Background: an optimization exercise with open tools, aiming at small area. Do not read the settings as production practice. Where RTL was checked, it was by simulation tests only, not by an equivalence proof against the original. Power figures rest on the tool's default switching activity, not on a simulated workload.

== onyx ==
==> flow/design.v <==
module FPGA_ScoreBoard_TOP(
	input CLK_50MHZ,
	input BTN_WEST,
	input RS232_DCE_RXD,
	output RS232_DCE_TXD,
	output [21:0] NF_A,
	input [7:0] NF_D_I,
	output [7:0] NF_D_O,
	output NF_D_OE,
	output NF_CE, NF_BYTE, NF_OE,
	output reg NF_RP,
	output NF_WE, NF_WP
);
wire clk = CLK_50MHZ;
wire rst = BTN_WEST;
reg [1:0] bc;                  
reg [11:0] acc;
reg tick_rx, tick_tx;
reg [3:0] tdiv;                
wire [12:0] acc_sum = {1'b0, acc} + 13'd151;
always @(posedge clk)
	if (rst) begin acc <= 0; tick_rx <= 0; end
	else begin acc <= acc_sum[11:0]; tick_rx <= ~acc[11] & acc_sum[11]; end
always @(posedge clk)
	if (rst) begin tdiv <= 0; tick_tx <= 0; end
	else begin
		tick_tx <= tick_rx & (tdiv == 4'd7);
		if (tick_rx) tdiv <= tdiv + 1'b1;
	end
reg mdone;
wire mrst = ~mdone;
always @(posedge clk)
	if (rst) mdone <= 0;
	else if (acc == 12'd1943) mdone <= 1;
always @(posedge clk) NF_RP <= rst;
reg rx_s1, rx_s2, rx_m;
reg r2, r3;
reg [7:0] rc;
reg [7:0] rxdata;              
wire maj = (r3 & r2) | (r3 & rx_s2) | (r2 & rx_s2);
wire rx_idle = (rc == 8'd255);
wire bytedone = ~mrst & tick_rx & (rc == 8'd0);
wire rx_shift = ~mrst & tick_rx & ~rx_idle & (rc[3:0] == 4'd4);
always @(posedge clk)
	if (tick_rx) begin rx_s1 <= RS232_DCE_RXD; rx_s2 <= rx_s1; rx_m <= rx_s2; end
always @(posedge clk)
	if (mrst) rc <= 8'd255;
	else if (tick_rx) begin
		if (rx_idle) begin if (rx_m & ~rx_s2) rc <= 8'd143; end
		else begin
			rc <= rc - 1'b1;
			if (rc[3:0] == 4'd11) r3 <= rx_s2;
			if (rc[3:0] == 4'd8) r2 <= rx_s2;
		end
	end
always @(posedge clk)
	if (rx_shift & bc != 2'd2) rxdata <= {maj, rxdata[7:1]};
reg [4:0] ps;
reg cmd_q;
reg [7:0] R;                   
reg [3:0] ts;
wire tx_wait = (ts == 4'd12) | (ts == 4'd13);
wire pickup = tick_tx & tx_wait;
always @(posedge clk)
	if (rst) ps <= (ps == 5'd11) ? 5'd12 : (ps >= 5'd13 & ps <= 5'd22) ? 5'd31 : 5'd0;
	else if (bytedone) ps <= 5'd1;
	else if (ps == 5'd0) ps <= 5'd0;
	else if (ps <= 5'd3) begin if (tick_rx) ps <= ps + 1'b1; end
	else if (ps == 5'd7 & bc != 2'd2) ps <= 5'd0;
	else if (ps == 5'd29) ps <= 5'd30;
	else if (ps == 5'd30) begin if (mrst | pickup) ps <= 5'd0; end
	else if (ps == 5'd31) ps <= 5'd0;
	else ps <= ps + 1'b1;
always @(posedge clk)
	if (rst) bc <= 0;
	else if (ps == 5'd7) bc <= (bc == 2'd2) ? 2'd0 : bc + 1'b1;
always @(posedge clk)
	if (rst) begin if (ps == 5'd11) cmd_q <= 0; end
	else if (ps == 5'd7 & bc == 2'd0) cmd_q <= rxdata[0];
wire act = (ps >= 5'd14 & ps <= 5'd23) | (ps == 5'd31);
always @(posedge clk)
	if (mrst) ts <= 4'd11;
	else if (tick_tx) begin
		if (tx_wait) ts <= (ps == 5'd30) ? 4'd15 : 4'd12;
		else if (ts == 4'd15) ts <= 4'd0;
		else if (ts == 4'd9) ts <= 4'd13;
		else if (ts == 4'd11) ts <= 4'd12;
		else ts <= ts + 1'b1;
	end
assign RS232_DCE_TXD = (ts == 4'd0) ? 1'b0 : (ts == 4'd11 | ts == 4'd12 | ts == 4'd15) ? 1'b1 : ~R[0];
always @(posedge clk)
	if (ps == 5'd23 & cmd_q) R <= NF_D_I;
	else if ((rx_shift & bc == 2'd2) | (~mrst & tick_tx & ts >= 4'd1 & ts <= 4'd7)) R <= {maj, R[7:1]};
assign NF_A[21:8] = 14'd0;
assign NF_A[7:0] = rxdata;
assign NF_D_O = R;
assign NF_CE = ~act;
assign NF_OE = ~(act & cmd_q);
assign NF_WE = ~(act & ~cmd_q);
assign NF_D_OE = act & ~cmd_q;
assign NF_BYTE = 1'b0;
assign NF_WP = 1'b0;
endmodule
export LEC_CHECK = 0
export CAP_MARGIN = 20
export CORE_MARGIN = 2
export CORE_UTILIZATION = 40
export SLEW_MARGIN = 20
create_clock -name core_clock -period 20.0 [get_ports {CLK_50MHZ}]
standard.sh (not shown) runs the stock make flow with config.mk's settings and CLKGATE_MAP_FILE= SYNTH_SCRIPT=/design/flow/synth_recipe.tcl, a recipe that flattens the netlist after the stock synthesis.
==> flow/flow/run.sh <==
#!/bin/bash
# Layout flow: the standard flow (standard.sh) with three synthesis/placement settings changed:
#  - adders are left to ABC instead of being mapped to half/full-adder cells (ADDER_MAP_FILE empty),
#  - ABC maps with Yosys's default area-oriented script instead of ORFS's speed script,
#  - ports are buffered with sky130_fd_sc_hd__buf_1.
# The synthesis script is synth_recipe.tcl with only its source line pointed at the edited copy of
# ORFS's synth.tcl, so synth still runs with -nofsm -noshare and the netlist is flattened and
# renamed as synth_recipe.tcl does. Each tool's output goes to the logs ORFS writes under orfs/logs;
# make's own output goes to flow_make.log.
set -euo pipefail
W=$(pwd)
sed 's|log_cmd abc {\*}\$abc_args|abc {*}[lrange $abc_args 2 end-2]|' \
  "$FLOW_HOME/scripts/synth.tcl" > "$W/flow_synth.tcl"
grep -q 'abc {\*}\[lrange \$abc_args 2 end-2\]' "$W/flow_synth.tcl"
sed "s|source \$::env(SCRIPTS_DIR)/synth.tcl|source $W/flow_synth.tcl|" \
  "$W/synth_recipe.tcl" > "$W/flow_synth_recipe.tcl"
grep -q "source $W/flow_synth.tcl" "$W/flow_synth_recipe.tcl"
sed "s|SYNTH_SCRIPT=[^ ]*|SYNTH_SCRIPT=$W/flow_synth_recipe.tcl|" "$W/standard.sh" > "$W/flow_standard.sh"
grep -q "SYNTH_SCRIPT=$W/flow_synth_recipe.tcl" "$W/flow_standard.sh"
bash "$W/flow_standard.sh" ADDER_MAP_FILE= "BUFFER_PORTS_ARGS=-buffer_cell sky130_fd_sc_hd__buf_1" finish \
  "CTS_ARGS=-sink_clustering_enable -repair_clock_nets -dont_use_dummy_load -buf_list sky130_fd_sc_hd__clkbuf_4 -sink_clustering_size 20" > "$W/flow_make.log" 2>&1
The final layout from onyx, which completed every stage, passed the timing, design-rule and antenna checks at the end of the flow.
> inputs changed (onyx -> pepper)
--- a/flow/design.v
+++ b/flow/design.v
@@ -33,23 +33,25 @@
 	if (rst) mdone <= 0;
 	else if (acc == 12'd1943) mdone <= 1;
 always @(posedge clk) NF_RP <= rst;
-reg rx_s1, rx_s2, rx_m;
-reg r2, r3;
+reg rx_s1, rx_s2, m3, r2;
 reg [7:0] rc;
 reg [7:0] rxdata;              
-wire maj = (r3 & r2) | (r3 & rx_s2) | (r2 & rx_s2);
+wire maj = (m3 & r2) | (m3 & rx_s2) | (r2 & rx_s2);
 wire rx_idle = (rc == 8'd255);
 wire bytedone = ~mrst & tick_rx & (rc == 8'd0);
 wire rx_shift = ~mrst & tick_rx & ~rx_idle & (rc[3:0] == 4'd4);
+wire r3_hold = ~rx_idle & (rc[3:0] >= 4'd5) & (rc[3:0] <= 4'd10);
 always @(posedge clk)
-	if (tick_rx) begin rx_s1 <= RS232_DCE_RXD; rx_s2 <= rx_s1; rx_m <= rx_s2; end
+	if (tick_rx) begin
+		rx_s1 <= RS232_DCE_RXD; rx_s2 <= rx_s1;
+		if (~r3_hold) m3 <= rx_s2;
+	end
 always @(posedge clk)
 	if (mrst) rc <= 8'd255;
 	else if (tick_rx) begin
-		if (rx_idle) begin if (rx_m & ~rx_s2) rc <= 8'd143; end
+		if (rx_idle) begin if (m3 & ~rx_s2) rc <= 8'd143; end
 		else begin
 			rc <= rc - 1'b1;
-			if (rc[3:0] == 4'd11) r3 <= rx_s2;
 			if (rc[3:0] == 4'd8) r2 <= rx_s2;
 		end
 	end
--- outcome ---
On maximum frequency, pepper and onyx are neck and neck. The worst hold margin of pepper was inferior to that of onyx. Delta(combinational cell fraction of total power, pepper - onyx) > 0. In pepper the met3 demand-to-capacity share in global routing turned out 0.89 points lower than in onyx. Relative to onyx, fraction of final layout cells with drive strength greater than 1 has increased by 1.8 points in pepper. In the metrics for pepper and onyx, the one carrying the lower setup slack after layout is pepper. On pepper: part of the power in the clock network is 0.4 points lower than what onyx gave.
Function not checked in pepper: the RTL went through the layout flow alone.

-- separate check: timing with driven ports --
No port has a modelled driver above. Below, the same layouts with a new extraction and two added sets of constraints. Step 1 (the two cells are an assumption about what drives the block):
set clk [get_ports {CLK_50MHZ}]
set_driving_cell -lib_cell sky130_fd_sc_hd__clkbuf_16 $clk
set_driving_cell -lib_cell sky130_fd_sc_hd__buf_2 [delete_from_list [all_inputs] $clk]
Step 2, shift: input delay + t, output delay - t, t = (earliest + latest rising clock arrival at the registers) / 2. This alone moves slack from input paths to output paths. Slacks: no drivers / after step 1 / after step 2; pairs: no drivers / after step 1.
| run | shift t [ns] | setup WS [ns] | worst setup path after step 2 | slew at the worst register clock pin (ns) | worst data-port slew with drivers (ns) |
|---|---|---|---|---|---|
| onyx | 0.400 | 14.327 / 14.301 / 14.701 | register to output | 0.11 / 0.11 | 0.03 |
| pepper | 0.403 | 14.312 / 14.286 / 14.689 | register to output | 0.10 / 0.10 | 0.03 |
After both steps every run listed still meets setup and hold.
